What follows belongs to an exercise in optimizing a design on an open flow for small area and a short achievable clock period; a production flow would make more cautious choices.
Where RTL was checked, it was by simulation tests only, not by an equivalence proof against the original.
The RTL of run 2 was laid out without a check of its function.
No activity file was given, so power comes from the tool's default toggle rates.

File: design/flow/config.mk
export PLATFORM = sky130hd
export DESIGN_NAME = uart_wb
export DESIGN_NICKNAME = uart_wb
export VERILOG_FILES = /design/flow/design.v
export SDC_FILE = /design/flow/constraint.sdc
export NUM_CORES = 4
export LEC_CHECK = 0
export CAP_MARGIN = 20
export CORE_MARGIN = 2
export CORE_UTILIZATION = 40
export SLEW_MARGIN = 20
File: design/flow/constraint.sdc
create_clock -name core_clock -period 4.0 [get_ports {clk}]
set_input_delay 0.8000 -clock core_clock [delete_from_list [all_inputs] [get_ports {clk}]]
set_output_delay 0.8000 -clock core_clock [all_outputs]
set_load 0.01 [all_outputs]
File: design/flow/design.v
`default_nettype none
module glitch_filter #(
	parameter integer L = 4,
	parameter RST_VAL = 1'b1,
	parameter integer WITH_SYNCHRONIZER = 1,
	parameter integer WITH_SAMP_COND = 0,
	parameter integer WITH_EVT_COND = 0
)(
	input wire  in,
	input wire  samp_cond,	 
	input wire  evt_cond,	 
	output wire val,
	output reg  rise,
	output reg  fall,
	input  wire clk,
	input  wire rst
);
	wire [L-1:0] all_zero;
	wire [L-1:0] all_one;
	wire [L-1:0] all_rst;
	wire samp_cond_i = WITH_SAMP_COND ? samp_cond : 1'b1;
	wire evt_cond_i  = WITH_EVT_COND  ? evt_cond  : 1'b1;
	reg    [1:0] sync;
	reg          state;
	reg  [L-1:0] cnt;
	reg  [L-1:0] cnt_move;
	wire cnt_is_all_zero;
	wire cnt_is_all_one;
	assign all_zero = { L{1'b0} };
	assign all_one  = { L{1'b1} };
	assign all_rst  = { L{RST_VAL} };
	if (WITH_SYNCHRONIZER)
		always @(posedge clk)
			sync <= { sync[0], in };
	else
		always @(*)
			sync = { in, in };
	always @(*)
	begin
		cnt_move = all_zero;
		if (samp_cond_i & sync[1] & ~cnt_is_all_one)
			cnt_move = 1;
		else if (samp_cond_i & ~sync[1] & ~cnt_is_all_zero)
			cnt_move = -1;
	end
	always @(posedge clk)
		if (rst)
			cnt <= all_rst;
		else
			cnt <= cnt + cnt_move;
	assign cnt_is_all_zero = (cnt == all_zero);
	assign cnt_is_all_one  = (cnt == all_one);
	always @(posedge clk)
		if (rst)
			state <= RST_VAL;
		else begin
			if (state & cnt_is_all_zero)
				state <= 1'b0;
			else if (~state & cnt_is_all_one)
				state <= 1'b1;
			else
				state <= state;
		end
	assign val = state;
	always @(posedge clk)
	begin
		if (~evt_cond_i) begin
			rise <= 1'b0;
			fall <= 1'b0;
		end else begin
			rise <= ~state & cnt_is_all_one;
			fall <=  state & cnt_is_all_zero;
		end
	end
endmodule  
`default_nettype none
module uart_rx #(
	parameter integer DIV_WIDTH = 8,
	parameter integer GLITCH_FILTER = 2
)(
	input  wire rx,
	output wire [7:0] data,
	output reg  stb,
	input  wire [DIV_WIDTH-1:0] div,	 
	input  wire clk,
	input  wire rst
);
	wire rx_val;
	wire rx_fall;
	wire go, done, ce;
	reg  active;
	reg [DIV_WIDTH:0] div_cnt;
	reg [4:0] bit_cnt;
	reg [8:0] shift;
	generate
		if (GLITCH_FILTER > 0)
			glitch_filter #(
				.L(GLITCH_FILTER),
				.RST_VAL(1'b1),
				.WITH_SYNCHRONIZER(1)
			) gf_I (
				.in(rx),
				.val(rx_val),
				.rise(),
				.fall(rx_fall),
				.clk(clk),
				.rst(rst)
			);
		else begin
			reg [1:0] rx_sync;
			reg rx_fd;
			always @(posedge clk)
			begin
				rx_sync <= { rx_sync[0], rx };
				rx_fd   <= rx_sync[1] & ~rx_sync[0];
			end
			assign rx_fall = rx_fd;
			assign rx_val  = rx_sync[1];
		end
	endgenerate
	assign go = rx_fall & ~active;
	assign done = ce & bit_cnt[4];
	always @(posedge clk or posedge rst)
		if (rst)
			active <= 1'b0;
		else
			active <= (active & ~done) | go;
	always @(posedge clk)
		if (~active)
			div_cnt <= { 2'b00, div[DIV_WIDTH-1:1] } - 1;
		else if (div_cnt[DIV_WIDTH])
			div_cnt <= { 1'b0, div };
		else
			div_cnt <= div_cnt - 1;
	assign ce = div_cnt[DIV_WIDTH];
	always @(posedge clk)
		if (~active)
			bit_cnt <= 5'h08;
		else if (ce)
			bit_cnt <= bit_cnt - 1;
	always @(posedge clk)
		if (ce)
			shift <= { rx_val, shift[8:1] };
	assign data = shift[7:0];
	always @(posedge clk)
		stb <= ce & bit_cnt[4] & rx_val;
endmodule  
`default_nettype none
module uart_tx #(
	parameter integer DIV_WIDTH = 8
)(
	output wire tx,
	input  wire [7:0] data,
	input  wire valid,
	output reg  ack,
	input  wire [DIV_WIDTH-1:0] div,	 
	input  wire clk,
	input  wire rst
);
	wire go, done, ce;
	reg  active;
	reg [9:0] shift;
	reg [DIV_WIDTH:0] div_cnt;
	reg [4:0] bit_cnt;
	assign go = valid & ~active;
	assign done = ce & bit_cnt[4];
	always @(posedge clk or posedge rst)
		if (rst)
			active <= 1'b0;
		else
			active <= (active & ~done) | go;
	always @(posedge clk)
		if (~active | div_cnt[DIV_WIDTH])
			div_cnt <= { 1'b0, div };
		else
			div_cnt <= div_cnt - 1;
	assign ce = div_cnt[DIV_WIDTH];
	always @(posedge clk)
		if (~active)
			bit_cnt <= 5'h08;
		else if (ce)
			bit_cnt <= bit_cnt - 1;
	always @(posedge clk or posedge rst)
		if (rst)
			shift <= 10'h3ff;
		else if (go)
			shift <= { 1'b1, data, 1'b0 };
		else if (ce)
			shift <= { 1'b1, shift[9:1] };
	always @(posedge clk)
		ack <= go;
	assign tx = shift[0];
endmodule  
`default_nettype none
module ram_sdp #(
	parameter integer AWIDTH = 9,
	parameter integer DWIDTH = 8
)(
	input  wire [AWIDTH-1:0] wr_addr,
	input  wire [DWIDTH-1:0] wr_data,
	input  wire wr_ena,
	input  wire [AWIDTH-1:0] rd_addr,
	output reg  [DWIDTH-1:0] rd_data,
	input  wire rd_ena,
	input  wire clk
);
	(* no_rw_check *)
	reg [DWIDTH-1:0] ram [(1<<AWIDTH)-1:0];
	always @(posedge clk)
	begin
		if (rd_ena)
			rd_data <= ram[rd_addr];
		if (wr_ena)
			ram[wr_addr] <= wr_data;
	end
endmodule  
`default_nettype none
module fifo_sync_ram #(
	parameter integer DEPTH = 256,
	parameter integer WIDTH = 16
)(
	input  wire [WIDTH-1:0] wr_data,
	input  wire wr_ena,
	output wire wr_full,
	output wire [WIDTH-1:0] rd_data,
	input  wire rd_ena,
	output wire rd_empty,
	input  wire clk,
	input  wire rst
);
	localparam AWIDTH = $clog2(DEPTH);
	reg  [AWIDTH-1:0] ram_wr_addr;
	wire [ WIDTH-1:0] ram_wr_data;
	wire ram_wr_ena;
	reg  [AWIDTH-1:0] ram_rd_addr;
	wire [ WIDTH-1:0] ram_rd_data;
	wire ram_rd_ena;
	reg  [AWIDTH:0] level;
	(* keep="true" *) wire lvl_dec;
	(* keep="true" *) wire lvl_mov;
	wire lvl_empty;
	wire full_nxt;
	reg  full;
	reg  rd_valid;
	always @(posedge clk or posedge rst)
		if (rst)
			level <= {(AWIDTH+1){1'b1}};
		else
			level <= level + { {AWIDTH{lvl_dec}}, lvl_mov };
	assign lvl_dec = ram_rd_ena & ~ram_wr_ena;
	assign lvl_mov = ram_rd_ena ^  ram_wr_ena;
	assign lvl_empty = level[AWIDTH];
	assign full_nxt = level == { 1'b0, {(AWIDTH-2){1'b1}}, 2'b01 };
	always @(posedge clk or posedge rst)
		if (rst)
			full <= 1'b0;
		else
			full <= (full | (wr_ena & ~rd_ena & full_nxt)) & ~(rd_ena & ~wr_ena);
	assign wr_full = full;
	always @(posedge clk or posedge rst)
		if (rst)
			ram_wr_addr <= 0;
		else if (ram_wr_ena)
			ram_wr_addr <= ram_wr_addr + 1;
	assign ram_wr_data = wr_data;
	assign ram_wr_ena  = wr_ena;
	always @(posedge clk or posedge rst)
		if (rst)
			ram_rd_addr <= 0;
		else if (ram_rd_ena)
			ram_rd_addr <= ram_rd_addr + 1;
	assign ram_rd_ena = (rd_ena | ~rd_valid) & ~lvl_empty;
	always @(posedge clk or posedge rst)
		if (rst)
			rd_valid <= 1'b0;
		else if (rd_ena | ~rd_valid)
			rd_valid <= ~lvl_empty;
	assign rd_data = ram_rd_data;
	assign rd_empty = ~rd_valid;
	ram_sdp #(
		.AWIDTH(AWIDTH),
		.DWIDTH(WIDTH)
	) ram_I (
		.wr_addr(ram_wr_addr),
		.wr_data(ram_wr_data),
		.wr_ena(ram_wr_ena),
		.rd_addr(ram_rd_addr),
		.rd_data(ram_rd_data),
		.rd_ena(ram_rd_ena),
		.clk(clk)
	);
endmodule  
`default_nettype none
module uart_wb #(
	parameter integer DIV_WIDTH = 8,
	parameter integer DW = 16
)(
	output wire uart_tx,
	input  wire uart_rx,
	input  wire [1:0]    wb_addr,
	output wire [DW-1:0] wb_rdata,
	input  wire [DW-1:0] wb_wdata,
	input  wire          wb_we,
	input  wire          wb_cyc,
	output wire          wb_ack,
	input  wire clk,
	input  wire rst
);
	wire [ 7:0] urf_wdata;
	wire        urf_wren;
	wire        urf_full;
	wire [ 7:0] urf_rdata;
	wire        urf_rden;
	wire        urf_empty;
	reg         urf_overflow;
	wire        urf_overflow_clr;
	wire [ 7:0] utf_wdata;
	wire        utf_wren;
	wire        utf_full;
	wire [ 7:0] utf_rdata;
	wire        utf_rden;
	wire        utf_empty;
	wire [ 7:0] uart_tx_data;
	wire        uart_tx_valid;
	wire        uart_tx_ack;
	wire [ 7:0] uart_rx_data;
	wire        uart_rx_stb;
	reg  [DIV_WIDTH-1:0] uart_div;
	wire          ub_rdata_rst;
	reg  [DW-1:0] ub_rdata;
	reg           ub_rd_data;
	reg           ub_rd_ctrl;
	reg           ub_wr_data;
	reg           ub_wr_div;
	reg           ub_ack;
	uart_tx #(
		.DIV_WIDTH(DIV_WIDTH)
	) uart_tx_I (
		.data(uart_tx_data),
		.valid(uart_tx_valid),
		.ack(uart_tx_ack),
		.tx(uart_tx),
		.div(uart_div),
		.clk(clk),
		.rst(rst)
	);
	fifo_sync_ram #(
		.DEPTH(128),
		.WIDTH(8)
	) uart_tx_fifo_I (
		.wr_data(utf_wdata),
		.wr_ena(utf_wren),
		.wr_full(utf_full),
		.rd_data(utf_rdata),
		.rd_ena(utf_rden),
		.rd_empty(utf_empty),
		.clk(clk),
		.rst(rst)
	);
	assign uart_tx_data  =  utf_rdata;
	assign uart_tx_valid = ~utf_empty;
	assign utf_rden      =  uart_tx_ack;
	uart_rx #(
		.DIV_WIDTH(DIV_WIDTH),
		.GLITCH_FILTER(2)
	) uart_rx_I (
		.rx(uart_rx),
		.data(uart_rx_data),
		.stb(uart_rx_stb),
		.div(uart_div),
		.clk(clk),
		.rst(rst)
	);
	fifo_sync_ram #(
		.DEPTH(128),
		.WIDTH(8)
	) uart_rx_fifo_I (
		.wr_data(urf_wdata),
		.wr_ena(urf_wren),
		.wr_full(urf_full),
		.rd_data(urf_rdata),
		.rd_ena(urf_rden),
		.rd_empty(urf_empty),
		.clk(clk),
		.rst(rst)
	);
	assign urf_wdata = uart_rx_data;
	assign urf_wren  = uart_rx_stb & ~urf_full;
	always @(posedge clk or posedge rst)
		if (rst)
			urf_overflow <= 1'b0;
		else
			urf_overflow <= (urf_overflow & ~urf_overflow_clr) | (uart_rx_stb & urf_full);
	always @(posedge clk)
		if (ub_ack) begin
			ub_rd_data <= 1'b0;
			ub_rd_ctrl <= 1'b0;
			ub_wr_data <= 1'b0;
			ub_wr_div  <= 1'b0;
		end else begin
			ub_rd_data <= ~wb_we & wb_cyc & (wb_addr == 2'b00);
			ub_rd_ctrl <= ~wb_we & wb_cyc & (wb_addr == 2'b01);
			ub_wr_data <=  wb_we & wb_cyc & (wb_addr == 2'b00) & ~utf_full;
			ub_wr_div  <=  wb_we & wb_cyc & (wb_addr == 2'b01);
		end
	always @(posedge clk)
		if (ub_ack)
			ub_ack <= 1'b0;
		else
			ub_ack <= wb_cyc & (~wb_we | (wb_addr == 2'b01) | ~utf_full);
	assign ub_rdata_rst = ub_ack | wb_we | ~wb_cyc;
	always @(posedge clk)
		if (ub_rdata_rst)
			ub_rdata <= { DW{1'b0} };
		else
			ub_rdata <= wb_addr[0] ?
				{ urf_empty, urf_overflow, utf_empty, utf_full, { (DW-DIV_WIDTH-4){1'b0} }, uart_div } :
				{ urf_empty, { (DW-9){1'b0} }, urf_rdata };
	always @(posedge clk)
		if (ub_wr_div)
			uart_div <= wb_wdata[DIV_WIDTH-1:0];
	assign utf_wdata = wb_wdata[7:0];
	assign utf_wren  = ub_wr_data;
	assign urf_rden  = ub_rd_data & ~ub_rdata[DW-1];
	assign urf_overflow_clr = ub_rd_ctrl & ub_rdata[DW-2];
	assign wb_rdata = ub_rdata;
	assign wb_ack = ub_ack;
endmodule  
File: design/flow/run.sh
#!/bin/bash
# synth_recipe.tcl (not shown) runs the flow's synth.tcl, then flattens the netlist and writes it again
# the make line also repeats each setting of config.mk as NAME=value (left out here)
make -C /OpenROAD-flow-scripts/flow DESIGN_CONFIG=/design/flow/config.mk WORK_HOME=/design/flow/orfs CLKGATE_MAP_FILE= SYNTH_SCRIPT=/design/flow/synth_recipe.tcl finish
==> impl_results.rst, run 1 <==
.. list-table::
   :header-rows: 1

   * - Metric
     - Value
   * - Slowest library cell on the worst path
     - sky130_fd_sc_hd__dfrtp_4
   * - Height of the chip
     - 467 um
   * - Resized Gates After CTS
     - 0
   * - Floorplan die area
     - 0.218 mm^2
   * - Clock latency of the later-clocked register in the worst-skew pair
     - 0.83 ns
   * - Nets@finish
     - 4738
   * - Mean post-synth cell area
     - 19.5 um^2
   * - Distinct cells, synth
     - 77
   * - Clock buffer depth
     - 3
   * - Data arrival at the endpoint of the critical path
     - 4.05 ns
   * - Path length in cells of the critical path
     - 9
   * - Startpoint-to-endpoint class of the critical path
     - reg -> reg
   * - Most common library cell in the layout ignoring fill and taps
     - sky130_fd_sc_hd__edfxtp_1
   * - First-pass GRT wire length
     - 303000 um
   * - # setup viols final
     - 0
   * - Setup tns final
     - 0 ns
   * - Average wire per standard cell
     - 27.0 um
   * - Largest vdd supply drop
     - 0.468 mV
   * - Clock Skews
     - 0.0229 ns
   * - Antenna violations before repair
     - 2
   * - Worst Max-Slew Pin Slew
     - 1.11 ns
   * - Drt first-iter violations
     - 4597
   * - Drt via density
     - 5.60
   * - Portion of the post-synthesis area used by sequential elements
     - 0.758
   * - Root Buffer
     - sky130_fd_sc_hd__clkbuf_16
   * - Final-report max-slew violation count
     - 0
   * - Remaining max-slew budget at the tightest pin
     - 0.259
   * - Comb pwr share
     - 0.228
   * - Most frequent cells in the layout
     - sky130_fd_sc_hd__edfxtp_1 (2081), sky130_fd_sc_hd__mux4_2 (382), sky130_fd_sc_hd__nor2_1 (314), sky130_fd_sc_hd__mux2i_1 (275), sky130_fd_sc_hd__buf_4 (265)
   * - Kind of capture point of the worst setup path
     - register
   * - Netlist Area Pre-Place
     - 0.0858 mm^2
   * - Half-perimeter wire length of the detailed placement result
     - 127000 um
   * - Hold_buf cts
     - 0
   * - Die Width
     - 467 um
   * - Crit path buffers/inverters
     - 3
   * - Area of the core
     - 0.214 mm^2
   * - Pin count of the biggest net entering global routing
     - 130
   * - Largest delay contributor family on the critical path
     - flip-flops
   * - Count of maximum capacitance violations
     - 0
   * - Final worst-path setup slack
     - 0.511 ns
   * - Post-route clock period utilization
     - 0.872
   * - Cell type with the highest aggregate area in the netlist
     - sky130_fd_sc_hd__edfxtp_1
   * - Gate count of the mapped netlist
     - 4394
   * - Dominant cells by area after synthesis
     - sky130_fd_sc_hd__edfxtp_1 (73%), sky130_fd_sc_hd__mux4_2 (10%), sky130_fd_sc_hd__mux2i_1 (3.2%), sky130_fd_sc_hd__nor2_1 (1.4%), sky130_fd_sc_hd__dfxtp_1 (1.2%)
   * - Fill cell instance count of the final layout
     - 18057
   * - Maximum fanout encountered on the critical timing path
     - 29
   * - Global placement routability congestion
     - 0.842
   * - Maximum cell stage delay along the critical path
     - 0.93 ns
   * - Aggregate global routing overflow
     - 0
   * - Row count
     - 170
   * - Worst setup SP type
     - register
   * - Clk slew on worst S/H paths
     - 0.06 ns
   * - Worst min path class
     - reg -> reg
   * - Starting utilization of the core area
     - 0.401
   * - Switching Share
     - 0.278
   * - Clk sink count
     - 2194
   * - Peak Freq
     - 287 MHz
   * - Number of H-tree branching levels
     - 4
   * - Crit path required time
     - 4.56 ns
   * - # Post-CTS Setup Buffers
     - 0
   * - Cell repeated most along the worst path
     - sky130_fd_sc_hd__buf_12
   * - Flop pwr share
     - 0.444
   * - Boundary pin count
     - 41
   * - Internal Power
     - 42.9 mW
   * - Number of DRC violations after detailed routing
     - 0
   * - Minimum clock period after layout
     - 3.49 ns
   * - Synth Flop Type
     - sky130_fd_sc_hd__edfxtp_1
   * - First-pass iteration count of the detailed router
     - 9
   * - Antenna Nets Post-Route
     - 0
   * - PwrDens
     - 609 mW/mm^2
   * - Placement-stage worst setup slack
     - 0.491 ns
   * - Routed wire length
     - 208000 um
   * - Number of placed instances with taps included
     - 7314
   * - Tot GR Track Use
     - 0.189
   * - Fraction of post-synthesis cell area in the top cell type by area
     - 0.728
   * - Async S/R FF share, synth
     - 0.0273
   * - Number of global-route vias before repair
     - 43164
   * - Number of clock buffers inserted by TritonCTS
     - 208
   * - Share of layout cells above drive strength 1
     - 0.219
   * - R2r worst-path depth
     - 9
   * - Unrepaired setup endpoints after global routing
     - no
   * - CTS tree
     - yes
   * - Final Hold Violating Endpoints
     - 0
   * - Final standard cell count with taps included and fillers excluded
     - 7702
   * - Run status
     - no timing/DRC/antenna violations
   * - Static leakage
     - 31.1 nW
   * - Number of port buffers
     - 28
   * - Synthesis-stage register bit count
     - 2194
   * - Via total after detailed routing
     - 43149
   * - Cell-by-cell listing of the critical path
     - buf_12 -> buf_12 -> buf_12 -> mux4_2 -> mux2i_1 -> nor2_1 -> a211oi_1 -> a211oi_1 -> o32a_1
   * - Clock power share
     - 0.328
   * - Number of cells on the worst hold path
     - 0
   * - Area Overhead vs Synth
     - 13.7%
   * - Psw
     - 16.5 mW
   * - Post-synth EDFFs
     - 2081
   * - Number of warning messages in the yosys log
     - 6
==> power by group through the flow <==
stage | Sequential (mW) | Combinational, mW | Clock [mW]
global route | 26.5 | 14.3 | 20.7
finish | 26.4 | 13.5 | 19.5
CTS | 26.4 | 13.7 | 19.8
global placement | 26.9 | 13.6 | 0
floorplan | 26.2 | 9.65 | 0
detailed placement | 26.9 | 13.6 | 0
==> state kept, by name (all words and copies together), names as in the netlist, 9 cells and up <==
signal                    cells
uart_tx_I.shift               9
uart_rx_I.shift               9
ub_rdata                     12
uart_tx_fifo_I.ram_I.ram   1024
uart_tx_I.div_cnt             9
uart_rx_I.div_cnt             9
uart_rx_fifo_I.ram_I.ram   1024
==> worst paths after layout <==
check / start / to / slack (ns)
max reg2reg: uart_tx_fifo_I.ram_rd_addr[0] / uart_tx_fifo_I.ram_I.rd_data[3] / 0.51
max: uart_tx_fifo_I.ram_rd_addr[0] / uart_tx_fifo_I.ram_I.rd_data[3] / 0.51
min: uart_rx_I.genblk1.gf_I.sync[0] / uart_rx_I.genblk1.gf_I.sync[1] / 0.34
min reg2reg: uart_rx_I.genblk1.gf_I.sync[0] / uart_rx_I.genblk1.gf_I.sync[1] / 0.34
min in group asynchronous: rst / uart_rx_fifo_I.ram_wr_addr[0] / 0.36
max in group asynchronous: rst / uart_tx_fifo_I.ram_rd_addr[2] / 2.49
==> synth_stat cells (6+ instances only) <==
cell	count
sky130_fd_sc_hd__a2111oi_0	11
sky130_fd_sc_hd__a2111oi_2	7
sky130_fd_sc_hd__a211oi_1	46
sky130_fd_sc_hd__a21boi_0	8
sky130_fd_sc_hd__a21oi_1	72
sky130_fd_sc_hd__a221oi_1	21
sky130_fd_sc_hd__a22o_1	21
sky130_fd_sc_hd__a22oi_1	71
sky130_fd_sc_hd__a31oi_1	19
sky130_fd_sc_hd__and2_1	12
sky130_fd_sc_hd__and3_1	10
sky130_fd_sc_hd__buf_1	15
sky130_fd_sc_hd__buf_12	7
sky130_fd_sc_hd__buf_2	72
sky130_fd_sc_hd__buf_4	34
sky130_fd_sc_hd__buf_6	29
sky130_fd_sc_hd__clkbuf_1	79
sky130_fd_sc_hd__dfrtp_1	35
sky130_fd_sc_hd__dfstp_2	25
sky130_fd_sc_hd__dfxtp_1	53
sky130_fd_sc_hd__edfxtp_1	2081
sky130_fd_sc_hd__ha_1	26
sky130_fd_sc_hd__inv_1	23
sky130_fd_sc_hd__mux2_2	22
sky130_fd_sc_hd__mux2i_1	275
sky130_fd_sc_hd__mux4_1	9
sky130_fd_sc_hd__mux4_2	382
sky130_fd_sc_hd__nand2_1	167
sky130_fd_sc_hd__nand2b_1	23
sky130_fd_sc_hd__nand3_1	46
sky130_fd_sc_hd__nand4_1	19
sky130_fd_sc_hd__nor2_1	317
sky130_fd_sc_hd__nor2b_1	31
sky130_fd_sc_hd__nor3_1	28
sky130_fd_sc_hd__nor4_1	6
sky130_fd_sc_hd__o211ai_1	9
sky130_fd_sc_hd__o21ai_0	37
sky130_fd_sc_hd__o221ai_1	34
sky130_fd_sc_hd__o22ai_1	57
sky130_fd_sc_hd__o32a_1	15
sky130_fd_sc_hd__or2_2	6
sky130_fd_sc_hd__xnor2_1	42
sky130_fd_sc_hd__xor2_1	21
==> layout make-up <==
| type | count | area, um^2 | share of cell area |
|---|---|---|---|
| Sequential cell | 2194 | 65100 | 0.667 |
| Inverter | 25 | 95.1 | 0.000975 |
| Tap cell | 2838 | 3550 | 0.0364 |
| Antenna cell | 1 | 2.50 | 0.0000257 |
| Multi-Input combinational cell | 1937 | 19200 | 0.197 |
| Clock buffer | 273 | 5640 | 0.0579 |
| Clock inverter | 113 | 1070 | 0.0110 |
| Timing Repair Buffer | 321 | 2890 | 0.0296 |
==> layer usage <==
layer	wire length [um]	up-vias	global-route usage
li1	-	18515	-
met5	13	-	0
met2	100000	1531	0.303
met4	6390	2	0.0585
met1	87800	22750	0.262
met3	13600	351	0.0336
==> cells by family after synthesis <==
group,after synthesis,share of synthesized area
DFF,2194,0.758
and+or+nand+nor,694,0.0359
muxes,688,0.138
AOI/OAI and AO/OA,460,0.0386
buffers and inverters,266,0.0184
xor gates and xnor gates,63,0.00643
adders and majority gates,28,0.00426
other,1,0.0000437
==> stage by stage <==
| step | cell area (um^2) | power, mW | hold WS, ns | utilization |
|---|---|---|---|---|
| floorplan | 85800 | 35.9 | 0.310 | - |
| global placement | 90800 | 40.5 | 0.317 | 0.424 |
| detailed placement | 90800 | 40.5 | 0.314 | 0.424 |
| CTS | 97500 | 59.9 | 0.291 | 0.456 |
| global route | 97500 | 61.5 | 0.339 | 0.456 |
| finish | 97500 | 59.4 | 0.336 | 0.456 |
==> run 2: changes to the inputs <==
--- a/design/flow/design.v
+++ b/design/flow/design.v
@@ -197,26 +197,28 @@
 	parameter integer DWIDTH = 8
 )(
-	input  wire [AWIDTH-1:0] wr_addr,
+	output reg  [AWIDTH-1:0] wr_addr,
 	input  wire [DWIDTH-1:0] wr_data,
 	input  wire wr_ena,
 	input  wire [AWIDTH-1:0] rd_addr,
-	output reg  [DWIDTH-1:0] rd_data,
-	input  wire rd_ena,
-	input  wire clk
+	output wire [DWIDTH-1:0] rd_data,
+	input  wire clk,
+	input  wire rst
 );
-	(* no_rw_check *)
 	reg [DWIDTH-1:0] ram [(1<<AWIDTH)-1:0];
+	always @(posedge clk or posedge rst)
+		if (rst)
+			wr_addr <= 0;
+		else if (wr_ena)
+			wr_addr <= wr_addr + 1;
 	always @(posedge clk)
-	begin
-		if (rd_ena)
-			rd_data <= ram[rd_addr];
 		if (wr_ena)
 			ram[wr_addr] <= wr_data;
-	end
+	assign rd_data = ram[rd_addr];
 endmodule  
 `default_nettype none
 module fifo_sync_ram #(
 	parameter integer DEPTH = 256,
-	parameter integer WIDTH = 16
+	parameter integer WIDTH = 16,
+	parameter integer WR_REG = 0
 )(
 	input  wire [WIDTH-1:0] wr_data,
@@ -230,14 +232,13 @@
 );
 	localparam AWIDTH = $clog2(DEPTH);
-	reg  [AWIDTH-1:0] ram_wr_addr;
+	wire [AWIDTH-1:0] ram_wr_addr;
 	wire [ WIDTH-1:0] ram_wr_data;
 	wire ram_wr_ena;
 	reg  [AWIDTH-1:0] ram_rd_addr;
-	wire [ WIDTH-1:0] ram_rd_data;
-	wire ram_rd_ena;
 	reg  [AWIDTH:0] level;
-	(* keep="true" *) wire lvl_dec;
-	(* keep="true" *) wire lvl_mov;
+	wire lvl_dec;
+	wire lvl_mov;
 	wire lvl_empty;
+	wire lvl_rd;
 	wire full_nxt;
 	reg  full;
@@ -248,6 +249,7 @@
 		else
 			level <= level + { {AWIDTH{lvl_dec}}, lvl_mov };
-	assign lvl_dec = ram_rd_ena & ~ram_wr_ena;
-	assign lvl_mov = ram_rd_ena ^  ram_wr_ena;
+	assign lvl_rd  = (rd_ena | ~rd_valid) & ~lvl_empty;
+	assign lvl_dec = lvl_rd & ~wr_ena;
+	assign lvl_mov = lvl_rd ^  wr_ena;
 	assign lvl_empty = level[AWIDTH];
 	assign full_nxt = level == { 1'b0, {(AWIDTH-2){1'b1}}, 2'b01 };
@@ -260,22 +262,31 @@
 	always @(posedge clk or posedge rst)
 		if (rst)
-			ram_wr_addr <= 0;
-		else if (ram_wr_ena)
-			ram_wr_addr <= ram_wr_addr + 1;
-	assign ram_wr_data = wr_data;
-	assign ram_wr_ena  = wr_ena;
-	always @(posedge clk or posedge rst)
-		if (rst)
-			ram_rd_addr <= 0;
-		else if (ram_rd_ena)
-			ram_rd_addr <= ram_rd_addr + 1;
-	assign ram_rd_ena = (rd_ena | ~rd_valid) & ~lvl_empty;
-	always @(posedge clk or posedge rst)
-		if (rst)
 			rd_valid <= 1'b0;
 		else if (rd_ena | ~rd_valid)
 			rd_valid <= ~lvl_empty;
-	assign rd_data = ram_rd_data;
 	assign rd_empty = ~rd_valid;
+	generate
+		if (WR_REG) begin
+			reg              wr_ena_r;
+			reg  [WIDTH-1:0] wr_data_r;
+			always @(posedge clk or posedge rst)
+				if (rst)
+					wr_ena_r <= 1'b0;
+				else
+					wr_ena_r <= wr_ena;
+			always @(posedge clk)
+				wr_data_r <= wr_data;
+			assign ram_wr_ena  = wr_ena_r;
+			assign ram_wr_data = wr_data_r;
+		end else begin
+			assign ram_wr_ena  = wr_ena;
+			assign ram_wr_data = wr_data;
+		end
+	endgenerate
+	always @(posedge clk or posedge rst)
+		if (rst)
+			ram_rd_addr <= 0;
+		else if (rd_ena)
+			ram_rd_addr <= ram_rd_addr + 1;
 	ram_sdp #(
 		.AWIDTH(AWIDTH),
@@ -286,7 +297,7 @@
 		.wr_ena(ram_wr_ena),
 		.rd_addr(ram_rd_addr),
-		.rd_data(ram_rd_data),
-		.rd_ena(ram_rd_ena),
-		.clk(clk)
+		.rd_data(rd_data),
+		.clk(clk),
+		.rst(rst)
 	);
 endmodule  
@@ -347,5 +358,6 @@
 	fifo_sync_ram #(
 		.DEPTH(128),
-		.WIDTH(8)
+		.WIDTH(8),
+		.WR_REG(1)
 	) uart_tx_fifo_I (
 		.wr_data(utf_wdata),
==> run 2 against run 1 <==
  * Sequential share of layout area is 0.20 points higher
  * Worst hold slack worse by 0.057 ns
  * Highest routed layer unchanged
  * Still clean on timing, DRC and antenna
  * Register-to-register slack better by 0.13 ns
  * Clock skew is 0.064 ns higher
  * Total power is 9.5% lower
  * Critical path type unchanged
==> impl_results.rst, run 2 <==
.. list-table::
   :header-rows: 1

   * - Metric
     - Value
   * - # setup viols final
     - 0
   * - Critical R2R Launch
     - uart_rx_fifo_I.ram_rd_addr[0]
   * - Largest vdd supply drop
     - 0.541 mV
   * - Leading registers by flop count
     - uart_rx_fifo_I.ram_I.ram: 1024 flops, uart_tx_fifo_I.ram_I.ram: 1024 flops, ub_rdata: 12 flops
   * - Startpoint-to-endpoint class of the critical path
     - reg -> reg
   * - Clock power share
     - 0.371
   * - Remaining max-slew budget at the tightest pin
     - 0.252
   * - First-pass iteration count of the detailed router
     - 6
   * - Clock latency of the later-clocked register in the worst-skew pair
     - 0.87 ns
   * - Endpoint of the lowest-slack register-to-register path
     - ub_rdata[2]
   * - Minimum clock period after layout
     - 3.36 ns
   * - Critical path startpoint
     - uart_rx_fifo_I.ram_rd_addr[0]
   * - Netlist Area Pre-Place
     - 0.0856 mm^2
   * - Clk slew on worst S/H paths
     - 0.06 ns
   * - Number of clock buffers inserted by TritonCTS
     - 216
   * - Crit path required time
     - 4.75 ns
   * - Mean post-synth cell area
     - 19.7 um^2
   * - # Post-CTS Setup Buffers
     - 0
   * - Antenna Nets Post-Route
     - 0
   * - Cell type with the highest aggregate area in the netlist
     - sky130_fd_sc_hd__edfxtp_1
   * - Slowest library cell on the worst path
     - sky130_fd_sc_hd__dfrtp_4
   * - Final-report max-slew violation count
     - 0
   * - Aggregate global routing overflow
     - 0
   * - Kind of capture point of the worst setup path
     - register
   * - Area Overhead vs Synth
     - 13.1%
   * - R2R Setup Slk
     - 0.64 ns
   * - Synth Flop Type
     - sky130_fd_sc_hd__edfxtp_1
   * - Unrepaired setup endpoints after global routing
     - no
   * - Height of the chip
     - 467 um
   * - Portion of the post-synthesis area used by sequential elements
     - 0.757
   * - Number of H-tree branching levels
     - 4
   * - Resized Gates After CTS
     - 0
   * - First-pass GRT wire length
     - 292000 um
   * - Worst min path class
     - in -> async
   * - Post-synth EDFFs
     - 2065
   * - Starting utilization of the core area
     - 0.403
   * - CTS tree
     - yes
   * - Fill cell instance count of the final layout
     - 17809
   * - Via total after detailed routing
     - 42000
   * - Maximum cell stage delay along the critical path
     - 0.71 ns
   * - Most common library cell in the layout ignoring fill and taps
     - sky130_fd_sc_hd__edfxtp_1
   * - Distinct cells, synth
     - 77
   * - Clk sink count
     - 2187
   * - Boundary pin count
     - 41
   * - Area fraction in compound gates after synthesis
     - 0.0330
   * - Clock Skews
     - 0.0865 ns
   * - Top cell types by occurrence after synthesis
     - sky130_fd_sc_hd__edfxtp_1 (2065), sky130_fd_sc_hd__mux4_2 (453), sky130_fd_sc_hd__nor2_1 (321)
   * - Number of global-route vias before repair
     - 42112
   * - Antenna violations before repair
     - 4
   * - Switching Share
     - 0.250
   * - Root Buffer
     - sky130_fd_sc_hd__clkbuf_16
   * - Average wire per standard cell
     - 26.5 um
   * - Nets@finish
     - 4557
   * - Number of warning messages in the yosys log
     - 7
   * - Routed wire length
     - 199000 um
   * - Async S/R FF share, synth
     - 0.0279
   * - Post-synthesis share of cell area spent on full adders, half adders and majority gates
     - 0.00263
   * - Post-synthesis share of cell area spent on xor and xnor gates
     - 0.00726
   * - Comb pwr share
     - 0.142
   * - Number of DRC violations after detailed routing
     - 0
   * - Summed area of non-filler cells in the final layout
     - 0.0969 mm^2
   * - Cell-by-cell listing of the critical path
     - buf_12 -> buf_12 -> mux4_2 -> mux4_2 -> mux2i_1 -> nand2_1 -> a32o_1
   * - Static leakage
     - 30.3 nW
   * - Largest family of logic cells by synthesized area
     - multiplexers
   * - Peak Freq
     - 298 MHz
   * - Setup tns final
     - 0 ns
   * - Drt via density
     - 5.59
   * - Drt first-iter violations
     - 4218
   * - Post-route clock period utilization
     - 0.840
   * - Synthesis-stage register bit count
     - 2187
   * - Share of layout cells above drive strength 1
     - 0.214
   * - Psw
     - 13.4 mW
   * - Gate count of the mapped netlist
     - 4343
   * - Clock buffer depth
     - 3
   * - Tot GR Track Use
     - 0.182
   * - Mux contribution to synthesized area
     - 0.148
   * - Simple-Gate Fraction of Synth Area
     - 0.0359
   * - Run status
     - no timing/DRC/antenna violations
   * - Internal Power
     - 40.3 mW
   * - Row count
     - 169
   * - Most frequent cells in the layout
     - sky130_fd_sc_hd__edfxtp_1 (2065), sky130_fd_sc_hd__mux4_2 (453), sky130_fd_sc_hd__nor2_1 (321), sky130_fd_sc_hd__clkbuf_16 (217), sky130_fd_sc_hd__mux2i_1 (215)
   * - Dominant cells by area after synthesis
     - sky130_fd_sc_hd__edfxtp_1 (72%), sky130_fd_sc_hd__mux4_2 (12%), sky130_fd_sc_hd__mux2i_1 (2.5%), sky130_fd_sc_hd__dfxtp_1 (1.4%), sky130_fd_sc_hd__nor2_1 (1.4%)
   * - Hold_buf cts
     - 0
   * - R2r worst-path depth
     - 7
   * - Final Hold Violating Endpoints
     - 0
   * - Placed cell areas
     - 0.0898 mm^2
   * - Number of port buffers
     - 28
   * - PwrDens
     - 555 mW/mm^2
   * - Worst setup SP type
     - register
   * - Maximum fanout encountered on the critical timing path
     - 19
   * - Worst Max-Slew Pin Slew
     - 1.12 ns
   * - Fraction of post-synthesis cell area in the top cell type by area
     - 0.724
   * - Data arrival at the endpoint of the critical path
     - 4.11 ns
   * - Global placement routability congestion
     - 0.840
   * - Pin count of the biggest net entering global routing
     - 130
   * - Half-perimeter wire length of the detailed placement result
     - 124000 um
   * - Die Width
     - 467 um
   * - Flop pwr share
     - 0.487
   * - Count of maximum capacitance violations
     - 0
   * - Area of the core
     - 0.213 mm^2
   * - Most frequent cell after synthesis
     - sky130_fd_sc_hd__edfxtp_1
   * - Floorplan die area
     - 0.218 mm^2
## run 2: worst max path at each step
stage               depth (start not counted)                      end  slack [ns]
finish                                      7              ub_rdata[2]        0.64
global route                                9              ub_rdata[3]        0.49
CTS                                         9              ub_rdata[3]        0.67
detailed placement                          9              ub_rdata[3]        0.67
global placement                            9              ub_rdata[3]        0.70
floorplan                                  12  uart_tx_fifo_I.level[6]        1.42
## run 2: critical path, delay by kind of cell, from the launching register on
kind / cells / cell delay, ns
compound gates: 1 / 0.29
simple gates: 1 / 0.18
mux: 3 / 1.54
flops: 1 / 0.71
buf+inv: 2 / 0.47
## run 2: power groups by stage
stage,logic (mW),registers (mW),clock network (mW)
2_1_floorplan,5.43,26.3,0
5_1_grt,8.14,26.2,21.2
4_1_cts,7.72,26.2,20.3
3_3_place_gp,7.65,26.7,0
6_report,7.65,26.2,19.9
3_5_place_dp,7.69,26.7,0
## run 2: layout make-up
class | count | area, um^2 | share of cell area
diodes | 1 | 2.50 | 0.0000258
clock buffers | 275 | 5760 | 0.0595
clock inverters | 121 | 1240 | 0.0128
inverters | 34 | 129 | 0.00133
multi-input cells | 1878 | 19400 | 0.200
flip-flops and latches | 2187 | 64800 | 0.670
well taps | 2821 | 3530 | 0.0364
repair buffers | 199 | 1940 | 0.0200
## run 2: logic make-up after synthesis
logic type,after synthesis
buffers and inverters,281
DFF,2187
and+or+nand+nor,686
xor gates and xnor gates,71
adders and majority gates,18
AOI/OAI and AO/OA,412
muxes,687
other,1
## run 2: per-stage QoR
step | total power, mW | hold WS (ns) | setup slack [ns] | util | instances
finish | 53.8 | 0.279 | 0.642 | 0.456 | 7516
global route | 55.6 | 0.267 | 0.490 | 0.456 | 7516
CTS | 54.2 | 0.214 | 0.666 | 0.455 | 7512
detailed placement | 34.4 | 0.330 | 0.673 | 0.422 | 7116
global placement | 34.3 | 0.319 | 0.696 | 0.422 | 7116
floorplan | 31.8 | 0.310 | 1.42 | - | 4346
## run 2: metal layers
layer / global-route usage / wire, um / up-vias
met5: 0 / 7 / -
met4: 0.0461 / 4280 / 2
met3: 0.0355 / 14000 / 285
met2: 0.286 / 94300 / 1412
met1: 0.260 / 86500 / 22254
li1: - / - / 18047
==> run 3: changes to the inputs <==
--- a/design/flow/design.v
+++ b/design/flow/design.v
@@ -82,4 +82,5 @@
 	output wire [7:0] data,
 	output reg  stb,
+	output wire stb_nxt,	 
 	input  wire [DIV_WIDTH-1:0] div,	 
 	input  wire clk,
@@ -143,6 +144,7 @@
 			shift <= { rx_val, shift[8:1] };
 	assign data = shift[7:0];
+	assign stb_nxt = ce & bit_cnt[4] & rx_val;
 	always @(posedge clk)
-		stb <= ce & bit_cnt[4] & rx_val;
+		stb <= stb_nxt;
 endmodule  
 `default_nettype none
@@ -154,4 +156,5 @@
 	input  wire valid,
 	output reg  ack,
+	output wire ack_nxt,	 
 	input  wire [DIV_WIDTH-1:0] div,	 
 	input  wire clk,
@@ -190,41 +193,101 @@
 	always @(posedge clk)
 		ack <= go;
-	assign tx = shift[0];
+	assign ack_nxt = go;
+	reg tx_q;
+	always @(posedge clk)
+		if (rst)
+			tx_q <= 1'b1;
+		else if (go)
+			tx_q <= 1'b0;
+		else if (ce)
+			tx_q <= shift[1];
+	assign tx = tx_q;
 endmodule  
 `default_nettype none
 module ram_sdp #(
-	parameter integer AWIDTH = 9,
-	parameter integer DWIDTH = 8
+	parameter integer AWIDTH = 7,
+	parameter integer DWIDTH = 8,
+	parameter integer LWIDTH = 5
 )(
-	output reg  [AWIDTH-1:0] wr_addr,
 	input  wire [DWIDTH-1:0] wr_data,
 	input  wire wr_ena,
-	input  wire [AWIDTH-1:0] rd_addr,
-	output wire [DWIDTH-1:0] rd_data,
+	input  wire wr_keep,	 
+	output reg  [DWIDTH-1:0] rd_data,
+	input  wire rd_ena_nxt,
 	input  wire clk,
 	input  wire rst
 );
-	reg [DWIDTH-1:0] ram [(1<<AWIDTH)-1:0];
+	localparam integer N  = 1 << AWIDTH;
+	localparam integer NL = 1 << LWIDTH;
+	localparam integer NG = N / NL;
+	reg  [7:0] wr_l;
+	reg  [N/8-1:0] wr_h;
+	reg  [NL-1:0] rd_l_nxt;		 
+	reg  [NG-1:0] rd_h_nxt;		 
+	reg  [NG-1:0] rd_h;			 
+	reg  [N*DWIDTH-1:0]  store;
+	reg  [NG*DWIDTH-1:0] grp;
 	always @(posedge clk or posedge rst)
-		if (rst)
-			wr_addr <= 0;
-		else if (wr_ena)
-			wr_addr <= wr_addr + 1;
-	always @(posedge clk)
-		if (wr_ena)
-			ram[wr_addr] <= wr_data;
-	assign rd_data = ram[rd_addr];
+		if (rst) begin
+			wr_l <= 1;
+			wr_h <= 1;
+		end else if (wr_ena) begin
+			wr_l <= { wr_l[6:0], wr_l[7] };
+			if (wr_l[7])
+				wr_h <= { wr_h[N/8-2:0], wr_h[N/8-1] };
+		end
+	genvar r;
+	generate
+		for (r=0; r<N; r=r+1) begin
+			wire row_ld   =  wr_ena  &  wr_l[r % 8] & wr_h[r / 8];
+			wire row_keep =  wr_keep | ~wr_l[r % 8] | ~wr_h[r / 8];
+			always @(posedge clk)
+				store[r*DWIDTH+:DWIDTH] <=
+					({DWIDTH{row_ld}}   & wr_data) |
+					({DWIDTH{row_keep}} & store[r*DWIDTH+:DWIDTH]);
+		end
+	endgenerate
+	always @(posedge clk or posedge rst)
+		if (rst) begin
+			rd_l_nxt <= 1;
+			rd_h_nxt <= 1;
+			rd_h     <= 1;
+		end else begin
+			if (rd_ena_nxt) begin
+				rd_l_nxt <= { rd_l_nxt[NL-2:0], rd_l_nxt[NL-1] };
+				if (rd_l_nxt[NL-1])
+					rd_h_nxt <= { rd_h_nxt[NG-2:0], rd_h_nxt[NG-1] };
+			end
+			rd_h <= rd_h_nxt;
+		end
+	integer g, i;
+	reg [DWIDTH-1:0] sel;
+	always @(posedge clk)
+		for (g=0; g<NG; g=g+1) begin
+			sel = 0;
+			for (i=0; i<NL; i=i+1)
+				sel = sel | ({DWIDTH{rd_l_nxt[i]}} & store[(g*NL+i)*DWIDTH+:DWIDTH]);
+			grp[g*DWIDTH+:DWIDTH] <= sel;
+		end
+	always @(*)
+	begin
+		rd_data = 0;
+		for (g=0; g<NG; g=g+1)
+			rd_data = rd_data | ({DWIDTH{rd_h[g]}} & grp[g*DWIDTH+:DWIDTH]);
+	end
 endmodule  
 `default_nettype none
 module fifo_sync_ram #(
 	parameter integer DEPTH = 256,
-	parameter integer WIDTH = 16,
-	parameter integer WR_REG = 0
+	parameter integer WIDTH = 16
 )(
 	input  wire [WIDTH-1:0] wr_data,
 	input  wire wr_ena,
+	input  wire wr_keep,	 
 	output wire wr_full,
+	output wire wr_full_nxt,	 
 	output wire [WIDTH-1:0] rd_data,
 	input  wire rd_ena,
+	input  wire rd_ena_nxt,
 	output wire rd_empty,
 	input  wire clk,
@@ -232,8 +295,4 @@
 );
 	localparam AWIDTH = $clog2(DEPTH);
-	wire [AWIDTH-1:0] ram_wr_addr;
-	wire [ WIDTH-1:0] ram_wr_data;
-	wire ram_wr_ena;
-	reg  [AWIDTH-1:0] ram_rd_addr;
 	reg  [AWIDTH:0] level;
 	wire lvl_dec;
@@ -242,11 +301,20 @@
 	wire lvl_rd;
 	wire full_nxt;
+	wire full_d;
 	reg  full;
 	reg  rd_valid;
+	reg [AWIDTH:0] level_inc;
+	reg [AWIDTH:0] level_dec;
+	integer k;
+	always @(*)
+		for (k=0; k<=AWIDTH; k=k+1) begin
+			level_inc[k] = level[k] ^ ((level & ((1 << k) - 1)) == ((1 << k) - 1));
+			level_dec[k] = level[k] ^ ((level & ((1 << k) - 1)) == 0);
+		end
 	always @(posedge clk or posedge rst)
 		if (rst)
 			level <= {(AWIDTH+1){1'b1}};
-		else
-			level <= level + { {AWIDTH{lvl_dec}}, lvl_mov };
+		else if (lvl_mov)
+			level <= lvl_dec ? level_dec : level_inc;
 	assign lvl_rd  = (rd_ena | ~rd_valid) & ~lvl_empty;
 	assign lvl_dec = lvl_rd & ~wr_ena;
@@ -258,6 +326,8 @@
 			full <= 1'b0;
 		else
-			full <= (full | (wr_ena & ~rd_ena & full_nxt)) & ~(rd_ena & ~wr_ena);
+			full <= full_d;
+	assign full_d = (full | (wr_ena & ~rd_ena & full_nxt)) & ~(rd_ena & ~wr_ena);
 	assign wr_full = full;
+	assign wr_full_nxt = full_d;
 	always @(posedge clk or posedge rst)
 		if (rst)
@@ -266,36 +336,13 @@
 			rd_valid <= ~lvl_empty;
 	assign rd_empty = ~rd_valid;
-	generate
-		if (WR_REG) begin
-			reg              wr_ena_r;
-			reg  [WIDTH-1:0] wr_data_r;
-			always @(posedge clk or posedge rst)
-				if (rst)
-					wr_ena_r <= 1'b0;
-				else
-					wr_ena_r <= wr_ena;
-			always @(posedge clk)
-				wr_data_r <= wr_data;
-			assign ram_wr_ena  = wr_ena_r;
-			assign ram_wr_data = wr_data_r;
-		end else begin
-			assign ram_wr_ena  = wr_ena;
-			assign ram_wr_data = wr_data;
-		end
-	endgenerate
-	always @(posedge clk or posedge rst)
-		if (rst)
-			ram_rd_addr <= 0;
-		else if (rd_ena)
-			ram_rd_addr <= ram_rd_addr + 1;
 	ram_sdp #(
 		.AWIDTH(AWIDTH),
 		.DWIDTH(WIDTH)
 	) ram_I (
-		.wr_addr(ram_wr_addr),
-		.wr_data(ram_wr_data),
-		.wr_ena(ram_wr_ena),
-		.rd_addr(ram_rd_addr),
+		.wr_data(wr_data),
+		.wr_ena(wr_ena),
+		.wr_keep(wr_keep),
 		.rd_data(rd_data),
+		.rd_ena_nxt(rd_ena_nxt),
 		.clk(clk),
 		.rst(rst)
@@ -321,6 +368,9 @@
 	wire        urf_wren;
 	wire        urf_full;
+	wire        urf_full_nxt;
+	wire        urf_wkeep;
 	wire [ 7:0] urf_rdata;
 	wire        urf_rden;
+	wire        urf_rden_nxt;
 	wire        urf_empty;
 	reg         urf_overflow;
@@ -329,12 +379,16 @@
 	wire        utf_wren;
 	wire        utf_full;
+	wire        utf_wkeep;
 	wire [ 7:0] utf_rdata;
 	wire        utf_rden;
+	wire        utf_rden_nxt;
 	wire        utf_empty;
 	wire [ 7:0] uart_tx_data;
 	wire        uart_tx_valid;
 	wire        uart_tx_ack;
+	wire        uart_tx_ack_nxt;
 	wire [ 7:0] uart_rx_data;
 	wire        uart_rx_stb;
+	wire        uart_rx_stb_nxt;
 	reg  [DIV_WIDTH-1:0] uart_div;
 	wire          ub_rdata_rst;
@@ -351,4 +405,5 @@
 		.valid(uart_tx_valid),
 		.ack(uart_tx_ack),
+		.ack_nxt(uart_tx_ack_nxt),
 		.tx(uart_tx),
 		.div(uart_div),
@@ -358,12 +413,14 @@
 	fifo_sync_ram #(
 		.DEPTH(128),
-		.WIDTH(8),
-		.WR_REG(1)
+		.WIDTH(8)
 	) uart_tx_fifo_I (
 		.wr_data(utf_wdata),
 		.wr_ena(utf_wren),
+		.wr_keep(utf_wkeep),
 		.wr_full(utf_full),
+		.wr_full_nxt(),
 		.rd_data(utf_rdata),
 		.rd_ena(utf_rden),
+		.rd_ena_nxt(utf_rden_nxt),
 		.rd_empty(utf_empty),
 		.clk(clk),
@@ -373,4 +430,5 @@
 	assign uart_tx_valid = ~utf_empty;
 	assign utf_rden      =  uart_tx_ack;
+	assign utf_rden_nxt  =  uart_tx_ack_nxt;
 	uart_rx #(
 		.DIV_WIDTH(DIV_WIDTH),
@@ -380,4 +438,5 @@
 		.data(uart_rx_data),
 		.stb(uart_rx_stb),
+		.stb_nxt(uart_rx_stb_nxt),
 		.div(uart_div),
 		.clk(clk),
@@ -390,7 +449,10 @@
 		.wr_data(urf_wdata),
 		.wr_ena(urf_wren),
+		.wr_keep(urf_wkeep),
 		.wr_full(urf_full),
+		.wr_full_nxt(urf_full_nxt),
 		.rd_data(urf_rdata),
 		.rd_ena(urf_rden),
+		.rd_ena_nxt(urf_rden_nxt),
 		.rd_empty(urf_empty),
 		.clk(clk),
@@ -398,5 +460,16 @@
 	);
 	assign urf_wdata = uart_rx_data;
-	assign urf_wren  = uart_rx_stb & ~urf_full;
+	reg urf_wren_r;
+	reg urf_wkeep_r;
+	always @(posedge clk or posedge rst)
+		if (rst) begin
+			urf_wren_r  <= 1'b0;
+			urf_wkeep_r <= 1'b1;
+		end else begin
+			urf_wren_r  <=  (uart_rx_stb_nxt & ~urf_full_nxt);
+			urf_wkeep_r <= ~(uart_rx_stb_nxt & ~urf_full_nxt);
+		end
+	assign urf_wren  = urf_wren_r;
+	assign urf_wkeep = urf_wkeep_r;
 	always @(posedge clk or posedge rst)
 		if (rst)
@@ -416,4 +489,11 @@
 			ub_wr_div  <=  wb_we & wb_cyc & (wb_addr == 2'b01);
 		end
+	reg ub_wr_keep;
+	always @(posedge clk)
+		if (ub_ack)
+			ub_wr_keep <= 1'b1;
+		else
+			ub_wr_keep <= ~(wb_we & wb_cyc & (wb_addr == 2'b00) & ~utf_full);
+	assign utf_wkeep = ub_wr_keep;
 	always @(posedge clk)
 		if (ub_ack)
@@ -434,5 +514,9 @@
 	assign utf_wdata = wb_wdata[7:0];
 	assign utf_wren  = ub_wr_data;
-	assign urf_rden  = ub_rd_data & ~ub_rdata[DW-1];
+	reg urf_rden_r;
+	always @(posedge clk)
+		urf_rden_r <= urf_rden_nxt;
+	assign urf_rden  = urf_rden_r;
+	assign urf_rden_nxt = ~ub_ack & ~wb_we & wb_cyc & (wb_addr == 2'b00) & ~urf_empty;
 	assign urf_overflow_clr = ub_rd_ctrl & ub_rdata[DW-2];
 	assign wb_rdata = ub_rdata;
--- a/design/flow/config.mk
+++ b/design/flow/config.mk
@@ -9,3 +9,6 @@
 export CORE_MARGIN = 2
 export CORE_UTILIZATION = 40
+export CTS_CLUSTER_DIAMETER = 80
+export CTS_CLUSTER_SIZE = 20
+export SETUP_SLACK_MARGIN = 1.9
 export SLEW_MARGIN = 20
==> run 3 against run 2 <==
  * Register-to-register slack gained 1.1 ns
  * Setup slack gained 1.1 ns
  * Total power shrank 27%
  * Largest power group unchanged
  * Critical path depth shrank 5
  * Synthesized area shrank 1.5%
  * Global-route usage grew 18 points
  * Still clean on timing, DRC and antenna
  * First-iteration DRC count grew to 3.7 times the previous value
  * Clock power shrank 26%
  * Sequential share of layout area shrank 15 points
  * Final cell count grew 36%
  * Highest routed layer unchanged
==> impl_results.rst, run 3 <==
.. list-table::
   :header-rows: 1

   * - Metric
     - Value
   * - Clock buffer depth
     - 3
   * - Via total after detailed routing
     - 75166
   * - Dominant cells by area after synthesis
     - sky130_fd_sc_hd__dfxtp_1 (51%), sky130_fd_sc_hd__a22o_1 (21%), sky130_fd_sc_hd__a22oi_1 (9.4%), sky130_fd_sc_hd__dfrtp_1 (3.7%), sky130_fd_sc_hd__clkbuf_1 (3.5%)
   * - Number of global-route vias before repair
     - 68975
   * - Boundary pin count
     - 41
   * - Number of port buffers
     - 28
   * - Post-layout util
     - 0.446
   * - Peak Freq
     - 446 MHz
   * - Netlist Area Pre-Place
     - 0.0844 mm^2
   * - Pin count of the biggest net entering global routing
     - 81
   * - Mean post-synth cell area
     - 11.1 um^2
   * - Crit path required time
     - 4.74 ns
   * - Area of the core
     - 0.210 mm^2
   * - Portion of the post-synthesis area used by sequential elements
     - 0.569
   * - Most common library cell in the layout ignoring fill and taps
     - sky130_fd_sc_hd__dfxtp_1
   * - Startpoint-to-endpoint class of the critical path
     - reg -> reg
   * - Gate count of the mapped netlist
     - 7587
   * - # setup viols final
     - 0
   * - Number of DRC violations after detailed routing
     - 0
   * - Data arrival at the endpoint of the critical path
     - 2.99 ns
   * - Maximum fanout encountered on the critical timing path
     - 30
   * - Number of placed instances with taps included
     - 9839
   * - Count of maximum capacitance violations
     - 0
   * - Starting utilization of the core area
     - 0.403
   * - Floorplan die area
     - 0.215 mm^2
   * - Fraction of post-synthesis cell area in the top cell type by area
     - 0.514
   * - Average wire per standard cell
     - 39.9 um
   * - Run status
     - no timing/DRC/antenna violations
   * - Antenna violations before repair
     - 23
   * - Largest delay contributor family on the critical path
     - flip-flops
   * - First-pass GRT wire length
     - 557000 um
   * - PwrDens
     - 422 mW/mm^2
   * - Clk slew on worst S/H paths
     - 0.09 ns
   * - Final-report max-slew violation count
     - 0
   * - Placed cell areas
     - 0.0873 mm^2
   * - Synthesis-stage register bit count
     - 2345
   * - Post-synth EDFFs
     - 17
   * - Cell type with the highest aggregate area in the netlist
     - sky130_fd_sc_hd__dfxtp_1
   * - Clock latency of the later-clocked register in the worst-skew pair
     - 0.85 ns
   * - Largest vdd supply drop
     - 0.605 mV
   * - Minimum clock period after layout
     - 2.24 ns
   * - Share of layout cells above drive strength 1
     - 0.130
   * - Cell-by-cell listing of the critical path
     - nand2_1 -> a22o_1
   * - Post-route clock period utilization
     - 0.561
   * - Worst Max-Slew Pin Slew
     - 1.14 ns
   * - Drt via density
     - 7.38
   * - Number of clock buffers inserted by TritonCTS
     - 135
   * - Placement-stage worst setup slack
     - 0.847 ns
   * - First-pass iteration count of the detailed router
     - 7
   * - Crit path buffers/inverters
     - 0
   * - CTS tree
     - yes
   * - Clock Skews
     - 0.0285 ns
   * - Remaining max-slew budget at the tightest pin
     - 0.242
   * - Root Buffer
     - sky130_fd_sc_hd__clkbuf_16
   * - Most frequent cells in the layout
     - sky130_fd_sc_hd__dfxtp_1 (2154), sky130_fd_sc_hd__a22o_1 (2053), sky130_fd_sc_hd__a22oi_1 (1015), sky130_fd_sc_hd__nand2_1 (430), sky130_fd_sc_hd__buf_4 (344)
   * - Setup tns final
     - 0 ns
   * - Clk sink count
     - 2345
   * - Maximum cell stage delay along the critical path
     - 0.95 ns
   * - Final Hold Violating Endpoints
     - 0
   * - Most frequent cell after synthesis
     - sky130_fd_sc_hd__dfxtp_1
   * - Leading registers by flop count
     - uart_rx_fifo_I.ram_I.store: 1024 flops, uart_tx_fifo_I.ram_I.store: 1024 flops
   * - Worst min path class
     - reg -> reg
   * - Tot GR Track Use
     - 0.361
   * - Final standard cell count with taps included and fillers excluded
     - 10191
   * - Aggregate global routing overflow
     - 0
   * - Number of warning messages in the yosys log
     - 6
   * - Number of H-tree branching levels
     - 4
   * - Top cell types by occurrence after synthesis
     - sky130_fd_sc_hd__dfxtp_1 (2167), sky130_fd_sc_hd__a22o_1 (2053), sky130_fd_sc_hd__a22oi_1 (1052)
   * - Synth Flop Type
     - sky130_fd_sc_hd__dfxtp_1
   * - Drt first-iter violations
     - 15542
   * - Global placement routability congestion
     - 0.984
   * - Distinct cells, synth
     - 60
   * - Half-perimeter wire length of the detailed placement result
     - 244000 um
   * - Row count
     - 168
   * - Unrepaired setup endpoints after global routing
     - yes
   * - Slowest library cell on the worst path
     - sky130_fd_sc_hd__dfrtp_2
   * - Summed area of non-filler cells in the final layout
     - 0.0935 mm^2
   * - Final worst-path setup slack
     - 1.76 ns
   * - Antenna Nets Post-Route
     - 0
   * - Nets@finish
     - 7348
   * - Die Width
     - 463 um
   * - Async S/R FF share, synth
     - 0.0687
   * - Static leakage
     - 35.2 nW
   * - Height of the chip
     - 463 um
   * - Routed wire length
     - 407000 um
   * - Worst setup SP type
     - register
   * - Area Overhead vs Synth
     - 10.8%
   * - Kind of capture point of the worst setup path
     - register
## run 3: changes by cell type in the layout (fill, tap and decap cells not counted), moves of 274 or more
cell,before,now
sky130_fd_sc_hd__nor2_1,321,28
sky130_fd_sc_hd__mux4_2,453,0
sky130_fd_sc_hd__a22oi_1,23,1015
sky130_fd_sc_hd__dfxtp_1,53,2154
sky130_fd_sc_hd__nand2_1,156,430
sky130_fd_sc_hd__edfxtp_1,2065,17
sky130_fd_sc_hd__a22o_1,3,2053
## run 3: repair_timing
action / 4_1_cts / 5_1_grt
endpoints found under the hold margin: 0 / 0
gates cloned: 0 / 0
hold buffers: 0 / 0
setup endpoints to repair: 1937 / 280
setup buffers: 121 / 25
pin swaps: 10 / 22
gates resized for setup: 241 / 84
## run 3: final timing paths
| check | endpoint | from | slack, ns | cells past startpoint |
|---|---|---|---|---|
| worst max register to register | uart_tx_fifo_I.ram_I.store[839] | uart_tx_fifo_I.ram_I.wr_h[13] | 1.76 | 2 |
| worst max-delay path | uart_tx_fifo_I.ram_I.store[839] | uart_tx_fifo_I.ram_I.wr_h[13] | 1.76 | 2 |
| max in group asynchronous | uart_tx_fifo_I.ram_I.wr_h[12] | rst | 2.90 | 3 |
| worst min register to register | uart_rx_I.genblk1.gf_I.sync[1] | uart_rx_I.genblk1.gf_I.sync[0] | 0.34 | 0 |
| worst min-delay path | uart_rx_I.genblk1.gf_I.sync[1] | uart_rx_I.genblk1.gf_I.sync[0] | 0.34 | 0 |
| min in group asynchronous | uart_rx_fifo_I.full | rst | 0.57 | 3 |
## run 3: routing by layer
layer,wire length [um],global-route usage,share of wire
met1,152000,0.476,0.37
met3,72200,0.172,0.18
met2,156000,0.478,0.38
met5,384,0.00401,0.00094
met4,25700,0.193,0.063
## run 3: power by group
group | switching (mW) | leakage [nW] | internal, mW
Clock | 8.15 | 1.85 | 6.63
Sequential | 0.309 | 19.6 | 23.7
Combinational | 0.371 | 13.8 | 0.373
## run 3: worst register-to-register path, cell delays in order, from the launching register on
cell and delay, ns:
sky130_fd_sc_hd__dfrtp_2 0.95, sky130_fd_sc_hd__nand2_1 0.77, sky130_fd_sc_hd__a22o_1 0.44
## run 3: final cells by class
type | count | area [um^2]
diodes | 21 | 52.6
clock buffers | 184 | 3790
inverters | 26 | 101
clock inverters | 1 | 11.3
well taps | 2805 | 3510
multi-input cells | 4346 | 33400
flip-flops and latches | 2345 | 48300
repair buffers | 463 | 4340
fillers | 19170 | 116000
## run 3: logic make-up after synthesis
kind of cell    count (synthesis)  synth area share
compound gates               3189             0.313
flops                        2345             0.569
simple gates                 1045            0.0638
buf+inv                       899            0.0414
mux                            58           0.00770
xor+xnor                       42           0.00436
fa+ha+maj                       8           0.00119
other cells                     1         0.0000444
## run 3: stage by stage
step | hold slack, ns | total power [mW]
final | 0.344 | 39.5
after global routing | 0.353 | 40.4
after CTS | 0.348 | 39.4
after detailed placement | 0.320 | 25.3
after global placement | 0.319 | 25.2
after floorplan | 0.310 | 25.0
==> run 4: changes to the inputs <==
--- a/design/flow/design.v
+++ b/design/flow/design.v
@@ -237,9 +237,11 @@
 				wr_h <= { wr_h[N/8-2:0], wr_h[N/8-1] };
 		end
+	wire [N/8-1:0] grp_ld   = {(N/8){wr_ena}}  &  wr_h;
+	wire [N/8-1:0] grp_keep = {(N/8){wr_keep}} | ~wr_h;
 	genvar r;
 	generate
 		for (r=0; r<N; r=r+1) begin
-			wire row_ld   =  wr_ena  &  wr_l[r % 8] & wr_h[r / 8];
-			wire row_keep =  wr_keep | ~wr_l[r % 8] | ~wr_h[r / 8];
+			wire row_ld   = grp_ld[r / 8]   &  wr_l[r % 8];
+			wire row_keep = grp_keep[r / 8] | ~wr_l[r % 8];
 			always @(posedge clk)
 				store[r*DWIDTH+:DWIDTH] <=
--- a/design/flow/config.mk
+++ b/design/flow/config.mk
@@ -8,7 +8,7 @@
 export CAP_MARGIN = 20
 export CORE_MARGIN = 2
-export CORE_UTILIZATION = 40
-export CTS_CLUSTER_DIAMETER = 80
-export CTS_CLUSTER_SIZE = 20
+export CORE_UTILIZATION = 50
+export CTS_CLUSTER_DIAMETER = 90
+export CTS_CLUSTER_SIZE = 28
 export SETUP_SLACK_MARGIN = 1.9
 export SLEW_MARGIN = 20
==> run 4 against run 3 <==
  * Global-route usage increased by 2.6 points
  * First-iteration DRC count fell by 23%
  * Clock skew is 0.017 ns higher
  * Flip-flop and latch count stayed put
  * Sequential share of layout area grew 0.43 points
  * Register-to-register slack better by 0.04 ns
  * Sequential power hardly changed
==> impl_results.rst, run 4 <==
.. list-table::
   :header-rows: 1

   * - Metric
     - Value
   * - Number of global-route vias before repair
     - 67674
   * - Most common library cell in the layout ignoring fill and taps
     - sky130_fd_sc_hd__nand2_1
   * - Count of maximum capacitance violations
     - 0
   * - Data arrival at the endpoint of the critical path
     - 2.86 ns
   * - Routed wire length
     - 349000 um
   * - Worst Max-Slew Pin Slew
     - 1.05 ns
   * - Average wire per standard cell
     - 30.7 um
   * - Area of the core
     - 0.169 mm^2
   * - Final-report max-slew violation count
     - 0
   * - Antenna Nets Post-Route
     - 0
   * - # setup viols final
     - 0
   * - Fraction of post-synthesis cell area in the top cell type by area
     - 0.510
   * - Drt first-iter violations
     - 11911
   * - Global-route layer with the greatest usage
     - met1
   * - Cell type with the highest aggregate area in the netlist
     - sky130_fd_sc_hd__dfxtp_1
   * - Half-perimeter wire length of the detailed placement result
     - 218000 um
   * - Met3 Track Usage GR
     - 0.105
   * - Tot GR Track Use
     - 0.387
   * - Most frequent cell after synthesis
     - sky130_fd_sc_hd__nand2_1
   * - PwrDens
     - 408 mW/mm^2
   * - Remaining max-slew budget at the tightest pin
     - 0.299
   * - Flop pwr share
     - 0.634
   * - Path length in cells of the critical path
     - 5
   * - Number of DRC violations after detailed routing
     - 0
   * - Maximum cell stage delay along the critical path
     - 0.55 ns
   * - Worst setup SP type
     - register
   * - Drt via density
     - 6.61
   * - Number of warning messages in the yosys log
     - 6
   * - Clock Skews
     - 0.0457 ns
   * - Met1 track demand over resource
     - 0.562
   * - Maximum fanout encountered on the critical timing path
     - 11
   * - Worst min path class
     - reg -> reg
   * - CTS tree
     - yes
   * - Psw
     - 8.64 mW
   * - Setup tns final
     - 0 ns
   * - Height of the chip
     - 416 um
   * - Run status
     - no timing/DRC/antenna violations
   * - Number of clock buffers inserted by TritonCTS
     - 100
   * - Nets@finish
     - 9116
   * - Async S/R FF share, synth
     - 0.0687
   * - Synth Flop Type
     - sky130_fd_sc_hd__dfxtp_1
   * - Largest vdd supply drop
     - 0.333 mV
   * - Post-synth EDFFs
     - 17
   * - Hold slack
     - 0.341 ns
   * - Minimum clock period after layout
     - 2.20 ns
   * - Clk slew on worst S/H paths
     - 0.11 ns
   * - Distinct cells, synth
     - 55
   * - Aggregate global routing overflow
     - 0
   * - Kind of capture point of the worst setup path
     - register
run 4: changes by cell type after synthesis, sizes merged, moves of 57 or more:
cell and delta:
o21ai +1792, or2 +225, nand2 +1808, and3 -111, buf -57, clkbuf +58, a22o -1792
run 4: timing repair:
action / 4_1_cts / 5_1_grt
endpoints found under the setup margin: 2036 / 391
cloned: 0 / 0
gates resized for setup: 333 / 103
hold buffers: 0 / 0
pin swaps: 31 / 50
buffers inserted: 126 / 46
run 4: metrics by stage:
stage / utilization / worst slack (ns) / instances / cell area [um^2] / total power, mW
after CTS: 0.543 / 1.68 / 11315 / 91800 / 37.8
after floorplan: - / 0.621 / 9504 / 85000 / 25.1
final: 0.549 / 1.80 / 11367 / 92800 / 37.9
after global placement: 0.511 / 0.882 / 11029 / 86400 / 25.3
after global routing: 0.549 / 1.83 / 11361 / 92800 / 38.8
after detailed placement: 0.511 / 0.877 / 11029 / 86400 / 25.3
run 4: layout make-up:
type,instances,area (um^2),area share
diodes,6,15.0,0.000162
flip-flops and latches,2345,48300,0.520
clock buffers,126,2720,0.0292
multi-input cells,6258,34700,0.374
well taps,2218,2780,0.0299
clock inverters,34,379,0.00408
repair buffers,353,3830,0.0413
inverters,27,113,0.00121
run 4: cells by family after synthesis:
group / after synthesis / share of synthesized area
other: 1 / 0.0000441
XOR/XNOR: 42 / 0.00433
buffers and inverters: 901 / 0.0403
adder cells (fa/ha/maj): 8 / 0.00118
flip-flops: 2345 / 0.564
AND/OR/NAND/NOR: 2957 / 0.151
multiplexers: 58 / 0.00763
AO/OA/AOI/OAI: 3189 / 0.231
run 4: power by group through the flow:
stage / logic, mW / clock network [mW] / registers [mW]
floorplan: 0.664 / 0 / 24.4
global placement: 0.762 / 0 / 24.5
CTS: 0.798 / 13.0 / 24.0
finish: 0.800 / 13.1 / 24.0
detailed placement: 0.794 / 0 / 24.5
global route: 0.908 / 13.9 / 24.0
run 4: worst paths after layout:
kind / start / slack [ns] / endpoint
max: uart_tx_fifo_I.ram_I.rd_l_nxt[30] / 1.80 / uart_tx_fifo_I.ram_I.grp[1]
min: uart_rx_I.genblk1.gf_I.sync[0] / 0.34 / uart_rx_I.genblk1.gf_I.sync[1]
max reg2reg: uart_tx_fifo_I.ram_I.rd_l_nxt[30] / 1.80 / uart_tx_fifo_I.ram_I.grp[1]
min reg2reg: uart_rx_I.genblk1.gf_I.sync[0] / 0.34 / uart_rx_I.genblk1.gf_I.sync[1]
max in group asynchronous: rst / 2.63 / uart_rx_fifo_I.ram_I.rd_l_nxt[12]
min in group asynchronous: rst / 0.52 / uart_tx_fifo_I.full
run 4: worst register-to-register path: cells and delay by family, from the launching register on:
| kind | cells | cell delay, ns |
|---|---|---|
| AND/OR/NAND/NOR | 2 | 0.75 |
| buffers and inverters | 2 | 0.41 |
| AO/OA/AOI/OAI | 1 | 0.36 |
| flip-flops | 1 | 0.55 |
run 4: metal layers:
metal  wire length [um]  share of wire
met1             145000           0.41
met2             142000           0.41
met3              48000           0.14
met4              14900          0.043
met5                 60        0.00017

[afterwards: timing with drivers on the ports]
In the flow no input, the clock included, has a driving cell. The finished layouts below were timed again as built, in two steps. Step 1 assumes that a clkbuf_16 drives the clock port and a buf_2 every other input. Step 2 also shifts input and output timing later by t, the mid clock arrival at the registers, as if the neighbouring blocks saw the same clock. a / b / c = ideal / step 1 / step 2; a / b = the first two.
run	shift t [ns]	slack for setup (ns)	latest minus earliest clock arrival (ns)	worst register clock-pin slew, ns
run 1	0.901	0.511 / 0.511 / 0.511	0.030 / 0.029	0.07 / 0.07
run 2	0.915	0.642 / 0.642 / 0.642	0.094 / 0.094	0.07 / 0.07
run 3	0.924	1.756 / 1.696 / 0.971	0.033 / 0.032	0.10 / 0.10
run 4	0.864	1.797 / 1.760 / 1.289	0.052 / 0.052	0.12 / 0.12
After both steps setup and hold are still met in every run listed. The setup slack of run 3, which loses most, moves by -0.060 ns with the drivers and by -0.785 ns with both steps.
